From an optimization exercise on the open Yosys and OpenROAD flow, aimed at small area, a short achievable clock period and few clock cycles; shortcuts taken in it are not production practice.
Function was checked by simulation only, so behaviour that the tests miss may differ from the original.
No activity file was given, so power comes from the tool's default toggle rates.

oak:
==> flow/design.v (excerpt) <==
module booth_mul (
    input             CLK ,
    input             RSTn ,
    input      [23:0] m1 ,
    input      [23:0] m2 ,
    input             BREQ ,
    output     [47:0] res ,
    output            BACK
);
For scale: roughly 100 I/O pins, about 15000 um^2 of cells after synthesis.
Settings: LEC_CHECK=0, ABC_AREA=1, CAP_MARGIN=20, CORE_MARGIN=2, CORE_UTILIZATION=70, CTS_BUF_LIST=sky130_fd_sc_hd__clkbuf_4 sky130_fd_sc_hd__clkbuf_8, SETUP_SLACK_MARGIN=1.75, SLEW_MARGIN=20; clock period 6.0 ns.
standard.sh (not shown) runs the stock make flow with config.mk's settings and CLKGATE_MAP_FILE= SYNTH_SCRIPT=/design/flow/synth_recipe.tcl, a recipe that flattens the netlist after the stock synthesis.
==> flow/flow/run.sh <==
#!/bin/bash
# The standard layout (standard.sh: ORFS with the standard flow's settings) with two changes:
#  - the ports get plain buffers (buf_1, which the resizer may size up) instead of
#    the delay cells buffer_ports picks on its own;
#  - after the standard synthesis, fa_polarity.py removes inverters between full
#    adders (it flips full adders' polarity, same function and registers), and the
#    netlist is read in again before the floorplan.
set -euo pipefail
A='BUFFER_PORTS_ARGS=-buffer_cell sky130_fd_sc_hd__buf_1'
bash standard.sh "$A" synth > make_synth.log 2>&1
net=orfs/results/$FLOW_PLATFORM/booth_mul/base/1_2_yosys.v
python3 flow/fa_polarity.py "$net" > fa_polarity.log 2>&1
bash standard.sh "$A" do-1_synth > make_synth_odb.log 2>&1
bash standard.sh "$A" finish > make_finish.log 2>&1
Other scripts of this flow, unchanged in this note and not shown: flow/flow/fa_polarity.py
Per the final summary, oak finished and its layout is clean on timing, DRC and antenna.
Testbench counts of oak, summed over its fixed seeds: cycles 32,000.
Changes in pine relative to oak:
diff --git a/flow/flow/run.sh b/flow/flow/run.sh
--- a/flow/flow/run.sh
+++ b/flow/flow/run.sh
@@ -1,5 +1,5 @@
 #!/bin/bash
 # The standard layout (standard.sh: ORFS with the standard flow's settings) with two changes:
-#  - the ports get plain buffers (buf_1, which the resizer may size up) instead of
+#  - the ports get plain buffers (buf_2, which the resizer may size up) instead of
 #    the delay cells buffer_ports picks on its own;
 #  - after the standard synthesis, fa_polarity.py removes inverters between full
@@ -7,5 +7,5 @@
 #    netlist is read in again before the floorplan.
 set -euo pipefail
-A='BUFFER_PORTS_ARGS=-buffer_cell sky130_fd_sc_hd__buf_1'
+A='BUFFER_PORTS_ARGS=-buffer_cell sky130_fd_sc_hd__buf_2'
 bash standard.sh "$A" synth > make_synth.log 2>&1
 net=orfs/results/$FLOW_PLATFORM/booth_mul/base/1_2_yosys.v
diff --git a/flow/config.mk b/flow/config.mk
--- a/flow/config.mk
+++ b/flow/config.mk
@@ -10,5 +10,4 @@
 export CORE_MARGIN = 2
 export CORE_UTILIZATION = 70
-export CTS_BUF_LIST = sky130_fd_sc_hd__clkbuf_4 sky130_fd_sc_hd__clkbuf_8
 export SETUP_SLACK_MARGIN = 1.75
 export SLEW_MARGIN = 20
## What came out
pine against oak: overall power consumption decreased 3.2%, area added between synthesis and finish decreased 1.5 points.
On pine: hold slack is 50 ps higher than what oak gave.
Comparing pine and oak, the higher fraction of power spent switching nets is on oak.
Endpoint arrival time on the critical path, pine and oak: lower on oak
### pine -> birch
diff --git a/flow/config.mk b/flow/config.mk
--- a/flow/config.mk
+++ b/flow/config.mk
@@ -10,4 +10,4 @@
 export CORE_MARGIN = 2
 export CORE_UTILIZATION = 70
-export SETUP_SLACK_MARGIN = 1.75
+export SETUP_SLACK_MARGIN = 2.0
 export SLEW_MARGIN = 20
Findings:
- From pine to birch the numbers moved as follows: number of buffers and inverters on the critical path +4; non-clock buffer contribution to total cell area increased by 3.0 points relative to the old numbers.
- Delta (birch minus pine): cell area increased by 9.4% relative to the old numbers, final worst-path setup slack increased by 150 ps relative to the old numbers, non-clock buffer count increased by 52 relative to the old numbers.
- Looking at capture point of the worst path, the u_booth.q_s731$_DFF_P_ result is from birch; the u_booth.q_s725$_DFF_P_ one comes from pine.
- Per the comparison of birch with pine, final cell count without fillers went up by 64; final routed wirelength across all metal layers went up by about 14%; share of cells above drive strength 1 went up by 9.7 points; clock-cell share of area went down by 0.29 points.
### birch -> maple
diff --git a/flow/config.mk b/flow/config.mk
--- a/flow/config.mk
+++ b/flow/config.mk
@@ -10,4 +10,5 @@
 export CORE_MARGIN = 2
 export CORE_UTILIZATION = 70
-export SETUP_SLACK_MARGIN = 2.0
+export CTS_BUF_LIST = sky130_fd_sc_hd__clkbuf_4 sky130_fd_sc_hd__clkbuf_8
+export SETUP_SLACK_MARGIN = 1.75
 export SLEW_MARGIN = 20
[summary]
Maximum number of pins on one net before global-route repair for maple: 8.0% up relative to birch. Taking birch as the reference, in maple proportion of final cell area spent on non-clock buffers decreased 2.9 points; number of vias after detailed routing decreased 8.6%; total power decreased about 7%; global-route usage over all layers decreased 1.3 points. maple finished every step from synthesis to the final layout, and the layout passed the timing, design-rule and antenna checks.
Here is what was changed in the inputs of cedar compared with maple.
diff --git a/flow/config.mk b/flow/config.mk
--- a/flow/config.mk
+++ b/flow/config.mk
@@ -10,5 +10,4 @@
 export CORE_MARGIN = 2
 export CORE_UTILIZATION = 70
-export CTS_BUF_LIST = sky130_fd_sc_hd__clkbuf_4 sky130_fd_sc_hd__clkbuf_8
-export SETUP_SLACK_MARGIN = 1.75
+export SETUP_SLACK_MARGIN = 1.5
 export SLEW_MARGIN = 20
Results
- Delta (cedar minus maple): max-cap violation count has remained practically unchanged, final cell count has decreased, clock network area share has increased, final worst setup slack has decreased, largest net degree at the start of global routing has increased.
- cedar ended up with a lower count of nets after finishing than maple did.
- maple and cedar ended up with nearly the same combined flip-flop and latch cell area.
- cedar ends up with a wire length that is 1.6% lower than in maple.
- Number of placed cells counting well taps: cedar vs maple — no meaningful difference
- Across both runs, post-route clock period utilization was higher for cedar than for maple.

* * *

Setup of build 82:
booth_mul again, from the RTL that the note above started with.
==> flow/design.v (excerpt) <==
module booth_mul (
    input             CLK ,
    input             RSTn ,
    input      [23:0] m1 ,
    input      [23:0] m2 ,
    input             BREQ ,
    output     [47:0] res ,
    output            BACK
);
Settings: LEC_CHECK=0, ABC_AREA=1, CAP_MARGIN=20, CORE_MARGIN=2, CORE_UTILIZATION=55, SETUP_SLACK_MARGIN=2.0, SLEW_MARGIN=20; clock period 6.0 ns.
==> flow/flow/run.sh <==
#!/bin/bash
# The standard layout (standard.sh, which runs ORFS with the standard flow's settings), with one
# change: the ports get plain buffers (buf_2, which the resizer may size up) instead
# of the delay cells buffer_ports picks on its own.
set -euo pipefail
bash standard.sh 'BUFFER_PORTS_ARGS=-buffer_cell sky130_fd_sc_hd__buf_2' finish > standard_make.log 2>&1
Testbench counts of build 82, summed over its fixed seeds: cycles 32,000.
Inputs modified between build 82 and build 47:
Settings: SETUP_SLACK_MARGIN changed from 2.0 to 1.5.
==> flow/run.sh (new file) <==
#!/bin/bash
# synth_recipe.tcl (not shown) runs the flow's synth.tcl, then flattens the netlist and writes it again
# the make line also repeats each setting of config.mk as NAME=value (left out here)
make -C /OpenROAD-flow-scripts/flow DESIGN_CONFIG=/design/flow/config.mk WORK_HOME=/design/flow/orfs CLKGATE_MAP_FILE= SYNTH_SCRIPT=/design/flow/synth_recipe.tcl finish
removed: flow/flow/run.sh
removed: flow/standard.sh
Findings:
- From build 82 to build 47 the numbers moved as follows: clock buffer instance count of the final layout -2; part of the power in combinational logic now sits higher; sum of routed wire length over all layers lower; power picked up an extra 2.4%; area share of buffers outside the clock network +0.17 points.
- Taking build 82 as the reference, in build 47 smallest setup slack after layout saw a decrease; design area saw a decrease.
- Compare build 47 and build 82 | worst slack after detailed placement lower: build 47
- Power density relative to cell area in build 47 is about 8% above build 82.
Inputs modified between build 47 and build 10:
Settings: changing SETUP_SLACK_MARGIN from 1.5 to 1.25.
==> flow/flow/run.sh (new file) <==
#!/bin/bash
# The standard layout (standard.sh, which runs ORFS with the standard flow's settings), with one
# change: the ports get plain buffers (buf_2, which the resizer may size up) instead
# of the delay cells buffer_ports picks on its own.
set -euo pipefail
bash standard.sh 'BUFFER_PORTS_ARGS=-buffer_cell sky130_fd_sc_hd__buf_2' finish > standard_make.log 2>&1
==> flow/standard.sh (new file) <==
#!/bin/bash
# synth_recipe.tcl (not shown) runs the flow's synth.tcl, then flattens the netlist and writes it again
# the make line also repeats each setting of config.mk as NAME=value (left out here)
make -C /OpenROAD-flow-scripts/flow DESIGN_CONFIG=/design/flow/config.mk WORK_HOME=/design/flow/orfs CLKGATE_MAP_FILE= SYNTH_SCRIPT=/design/flow/synth_recipe.tcl "${@:-finish}"
removed: flow/run.sh
### Flow results
Compared to build 47, build 10 has post-detailed-placement cell area 580 µm² lower. Final non-filler cell total delta for build 10 relative to build 47: 1.9% lower. Diff build 47 and build 10: highest achievable clock rate higher in build 47. [build 10 vs build 47] portion of total power attributed to combinational logic: lower in build 10. Area after synthesis: build 47 vs build 10 identical.

* * *

== rev 12 ==
Starting RTL as in the previous note.
clock: 6.0 ns
lec_check: 0
abc_area: 1
cap_margin: 20
core_margin: 2
core_utilization: 55
setup_slack_margin: 1.9
slew_margin: 20
==> flow/flow/run.sh <==
#!/bin/bash
# The standard layout (standard.sh, which runs ORFS with the standard flow's settings), with one
# change: the ports get plain buffers (buf_2, which the resizer may size up) instead
# of the delay cells buffer_ports picks on its own.
set -euo pipefail
bash standard.sh 'BUFFER_PORTS_ARGS=-buffer_cell sky130_fd_sc_hd__buf_2' finish > standard_make.log 2>&1
Rev 12 reached the end of the flow, and the finished layout is clean on the timing, design-rule and antenna checks.
Testbench counts of rev 12, summed over its fixed seeds: cycles 32,000.
## Diff of input files: rev 13 against rev 12
- a change of SETUP_SLACK_MARGIN from 1.9 to 1.75
- a change of CORE_UTILIZATION from 55 to 70
Rev 12 and rev 13 ended up with nearly the same total number of multi-input combinational cells.
When the final numbers for rev 12 and rev 13 were put side by side, the routing usage on met3 turned out to be smaller in rev 12.
NOTE: via count of the routed design in rev 13 falls short of that of rev 12
Die area: rev 13 vs rev 12 down 6400 sq um
The estimated power of rev 13 ends up lower than the estimate for rev 12.
In the reports for rev 12 and rev 13, the smaller number of buffers added for setup after CTS belongs to rev 13.
Wire: rev 13 routes less than rev 12

* * *

Starting RTL as in the previous note.
==> flow/config.mk <==
export PLATFORM = sky130hd
export DESIGN_NAME = booth_mul
export DESIGN_NICKNAME = booth_mul
export VERILOG_FILES = /design/flow/design.v
export SDC_FILE = /design/flow/constraint.sdc
export NUM_CORES = 4
export LEC_CHECK = 0
export ABC_AREA = 1
export CAP_MARGIN = 20
export CORE_MARGIN = 2
export CORE_UTILIZATION = 40
export SETUP_SLACK_MARGIN = 1.5
export SLEW_MARGIN = 20
==> flow/constraint.sdc <==
create_clock -name core_clock -period 6.0 [get_ports {CLK}]
set_input_delay 1.2000 -clock core_clock [delete_from_list [all_inputs] [get_ports {CLK}]]
set_output_delay 1.2000 -clock core_clock [all_outputs]
set_load 0.01 [all_outputs]
run.sh (not shown) runs the stock make flow with config.mk's settings and CLKGATE_MAP_FILE= SYNTH_SCRIPT=/design/flow/synth_recipe.tcl, a recipe that flattens the netlist after the stock synthesis.
Stock flow here: none of the scripts above is used.
Testbench counts at the start, summed over its fixed seeds: cycles 32,000.
==> next run, changes <==
==> flow/flow/run.sh (new file) <==
#!/bin/bash
# The standard layout (standard.sh, which runs ORFS with the standard flow's settings), with two
# changes: the ports get plain buffers (buf_2, which the resizer may size up) instead
# of the delay cells buffer_ports picks on its own, and after the timing repair at
# global route the resizer downsizes gates on paths that are not critical.
set -euo pipefail
bash standard.sh 'BUFFER_PORTS_ARGS=-buffer_cell sky130_fd_sc_hd__buf_2' 'RECOVER_POWER=100' finish > standard_make.log 2>&1
==> flow/standard.sh (new file) <==
#!/bin/bash
# synth_recipe.tcl (not shown) runs the flow's synth.tcl, then flattens the netlist and writes it again
# the make line also repeats each setting of config.mk as NAME=value (left out here)
make -C /OpenROAD-flow-scripts/flow DESIGN_CONFIG=/design/flow/config.mk WORK_HOME=/design/flow/orfs CLKGATE_MAP_FILE= SYNTH_SCRIPT=/design/flow/synth_recipe.tcl "${@:-finish}"
- CORE_UTILIZATION: 40 -> 55
- SETUP_SLACK_MARGIN: 1.5 -> 2.0
removed: flow/run.sh
The changed run completed, yet does not pass: max-capacitance violations, max-slew violations.
Sequential share of layout area falls by 0.51 points.
Cell count falls by a few percent.
Die area falls by a quarter to a third.
Worst setup slack gets worse by 0.50 ns.
Routed wire length rises by a few percent.
Maximum frequency falls by roughly a tenth.
Final area rises by a few percent.
Flip-flop and latch count does not change.
Global-route usage rises by 8.2 points.
Core utilization rises by 20 points.
Critical path depth rises by 2.
==> next run, changes <==
==> flow/flow/run.sh (replaced) <==
#!/bin/bash
# The standard layout (standard.sh, which runs ORFS with the standard flow's settings), with one
# change: the ports get plain buffers (buf_2, which the resizer may size up) instead
# of the delay cells buffer_ports picks on its own.
set -euo pipefail
bash standard.sh 'BUFFER_PORTS_ARGS=-buffer_cell sky130_fd_sc_hd__buf_2' finish > standard_make.log 2>&1
- SETUP_SLACK_MARGIN: 2.0 -> 1.75
- With this change the flow completed without violations
- final cell count came out lower by a few percent
- area after synthesis does not change
- total power came out lower by a few percent
- via count came out lower by a few percent
- clock-buffer cell count came out lower by 1
==> next run, changes <==
- SETUP_SLACK_MARGIN: 1.75 -> 1.5
Outcome:
- synthesized cell count is unchanged
- total power fell by a few percent
- combinational power decreases by a few percent
- count of clock-buffer cells in the layout does not change
- worst hold slack hardly moves

-- afterwards: timing with drivers on the ports --
No port has a modelled driver above. Below, the same layouts with a new extraction and two added sets of constraints.
Step 1 sets driving cells, clkbuf_16 on the clock port and buf_2 on the other inputs (assumed; they add their load-dependent delay and slew).
Step 2 times the ports against the registers' clock, not the clock port: input delays grow and output delays shrink by t, the midpoint of the rising clock arrivals with the driver on.
Three values: ideal, step 1, step 2; two values: the first two.
run | shift t [ns] | setup WS [ns] | worst slew at a driven data input, ns
oak | 0.448 | 1.813 / 1.769 / 1.379 | 0.08
pine | 0.414 | 1.774 / 1.788 / 1.374 | 0.06
birch | 0.416 | 1.920 / 1.901 / 1.501 | 0.08
maple | 0.449 | 1.771 / 1.779 / 1.330 | 0.06
cedar | 0.413 | 1.558 / 1.578 / 1.165 | 0.04
build 82 | 0.424 | 1.872 / 1.817 / 1.526 | 0.07
build 47 | 0.419 | 1.524 / 1.558 / 1.138 | 0.07
build 10 | 0.420 | 1.413 / 1.444 / 1.023 | 0.05
rev 12 | 0.421 | 1.885 / 1.833 / 1.502 | 0.06
rev 13 | 0.422 | 1.805 / 1.753 / 1.424 | 0.04
the first run of note 4 | 0.422 | 1.478 / 1.504 / 1.082 | 0.09
the second run of note 4 | 0.425 | 0.973 / 1.003 / 0.578 | 0.07
the third run of note 4 | 0.421 | 1.807 / 1.805 / 1.417 | 0.05
the fourth run of note 4 | 0.418 | 1.574 / 1.582 / 1.187 | 0.05
For maple, which loses most, drivers alone change the setup slack by +0.008 ns; drivers and shift together by -0.441 ns.
